Context: an optimization exercise on an open-source flow, tuned for a short achievable clock period and few clock cycles. The choices shown serve that exercise and are no tape-out recipe. Function was checked by simulation only, so behaviour that the tests miss may differ from the original.

## run A
Design top, start of the top module:
module top (
	input clk,     
	input rst_n,   
	output wire [31:0] imem_addr,
	input  wire [31:0] imem_rdata,
	output wire [31:0] dmem_addr,
	output wire [31:0] dmem_wdata,
	output wire        dmem_we,
	input  wire [31:0] dmem_rdata
);
Size in the first run: about 13000 cells after synthesis.
==> module zcmp, before the edit <==
module zcmp (
	input  [4:0] rs1,
	input  [4:0] rs2,
	input  [4:0] rd,
	input        zd,
	output       y
);
wire e, z;
eq5   u_e (.a(rs1), .b(rd), .y(e));
zero5 u_z (.a(rs2), .y(z));
assign y = zd & e & z;
endmodule
==> module zero5, before the edit <==
module zero5 (
	input  [4:0] a,
	output       y
);
assign y = ~(a[0] | a[1] | a[2] | a[3] | a[4]);
endmodule
==> module eq5, before the edit <==
module eq5 (
	input  [4:0] a,
	input  [4:0] b,
	output       y
);
assign y = a == b;
endmodule
Settings: LEC_CHECK=0, CAP_MARGIN=20, CORE_MARGIN=2, CORE_UTILIZATION=55, CTS_CLUSTER_DIAMETER=150, CTS_CLUSTER_SIZE=20, PLACE_DENSITY=0.7, SLEW_MARGIN=20, SYNTH_HIERARCHICAL=1; clock period 13.0 ns.
standard.sh (not shown) runs the stock make flow with config.mk's settings and CLKGATE_MAP_FILE= SYNTH_SCRIPT=/design/flow/synth_recipe.tcl, a recipe that flattens the netlist after the stock synthesis.
==> flow/flow/run.sh <==
#!/bin/bash
# The standard layout (standard.sh) with three changes to how it is made:
# the port buffers are buf_8 cells; after placement each output port's buffer
# is moved next to the flip-flop driving it (the long wire to the pin is then
# driven by the buffer); and the setup repair aims for slack beyond the clock
# period so that the achieved period shrinks.
set -euo pipefail
ARGS=(SETUP_SLACK_MARGIN=9.45 "BUFFER_PORTS_ARGS=-buffer_cell sky130_fd_sc_hd__buf_8")
bash standard.sh "${ARGS[@]}" place > standard_place.log 2>&1
RES_DIR=orfs/results/sky130hd/top/base openroad -no_init -exit flow/move_run.tcl > move_outbuf.log 2>&1
bash standard.sh "${ARGS[@]}" > standard_finish.log 2>&1
==> flow/flow/move_outbuf.tcl <==
# Move each output port's buffer next to the flip-flop that drives it, then
# legalize: the long wire to the pin is then driven by the buffer.
set block [ord::get_db_block]
set n 0
foreach term [$block getBTerms] {
  if { [$term getIoType] != "OUTPUT" } { continue }
  set net [$term getNet]
  foreach it [$net getITerms] {
    if { ![$it isOutputSignal] } { continue }
    set buf [$it getInst]
    foreach bit [$buf getITerms] {
      if { ![$bit isInputSignal] } { continue }
      set inet [$bit getNet]
      if { $inet == "NULL" } { continue }
      foreach dit [$inet getITerms] {
        if { ![$dit isOutputSignal] } { continue }
        set drv [$dit getInst]
        set loc [$drv getLocation]
        $buf setLocation [lindex $loc 0] [lindex $loc 1]
        incr n
      }
    }
  }
}
puts "moved $n output buffers"
==> flow/flow/move_run.tcl <==
# after placement: move each output port's buffer next to the flip-flop
# that drives it (see move_outbuf.tcl), legalize, and write the placement back
set r $::env(RES_DIR)
read_db $r/3_place.odb
source [file dirname [info script]]/move_outbuf.tcl
detailed_placement
check_placement
write_db $r/3_place.odb
Testbench counts of run A, summed over its fixed seeds: cycles 19,925.
diff inputs: run A => run B
diff --git a/flow/design.v b/flow/design.v
--- a/flow/design.v
+++ b/flow/design.v
@@ -524,14 +524,7 @@
 	output       y
 );
-wire e, z;
-eq5   u_e (.a(rs1), .b(rd), .y(e));
-zero5 u_z (.a(rs2), .y(z));
-assign y = zd & e & z;
-endmodule
-module zero5 (
-	input  [4:0] a,
-	output       y
-);
-assign y = ~(a[0] | a[1] | a[2] | a[3] | a[4]);
+wire [9:0] e;
+xnorv #(.W(10)) u_e (.a({rs1, rs2}), .b({rd, 5'd0}), .y(e));
+andall #(.N(11)) u_a (.x({e, zd}), .y(y));
 endmodule
 module eq5 (
@@ -540,5 +533,7 @@
 	output       y
 );
-assign y = a == b;
+wire [4:0] e;
+xnorv #(.W(5)) u_e (.a(a), .b(b), .y(e));
+andall #(.N(5)) u_a (.x(e), .y(y));
 endmodule
 module ao21 (
Notes after the runs:
The final reports for run B and run A show critical path depth higher in the former. Compared with run A, run B shows a lower met3 track utilization from global routing. Relative to run A, routed wire length on met3 decreased by about 2% in run B. Compared with run A, run B shows a lower number of vias in the routed layout. Between run A and run B, cell total after placement increased.
Testbench counts of run B, summed over its fixed seeds: cycles 19,925.

-- port drivers added, routing unchanged --
The results above use ideal ports. As a check the final layouts listed here were re-extracted and re-timed, cells and wires unchanged.
Step 1 sets driving cells, clkbuf_16 on the clock port and buf_2 on the other inputs (assumed; they add their load-dependent delay and slew).
Step 2 adds t to the input delays and takes it off the output delays; t is the mean of the earliest and latest rising clock arrival at the registers after step 1. Input paths then give back, and output paths get back, about the clock's delay inside the block.
a / b / c = ideal ports / drivers / drivers and shift; a / b = the first two.
run | t (ns) | slack for setup (ns) | worst data-port slew with drivers (ns)
run A | 0.933 | 8.965 / 8.885 / 7.993 | 0.32
run B | 0.942 | 8.989 / 8.902 / 8.129 | 0.29
After both steps every run listed still meets setup and hold. The setup slack of run A, which loses most, moves by -0.080 ns with the drivers and by -0.972 ns with both steps.
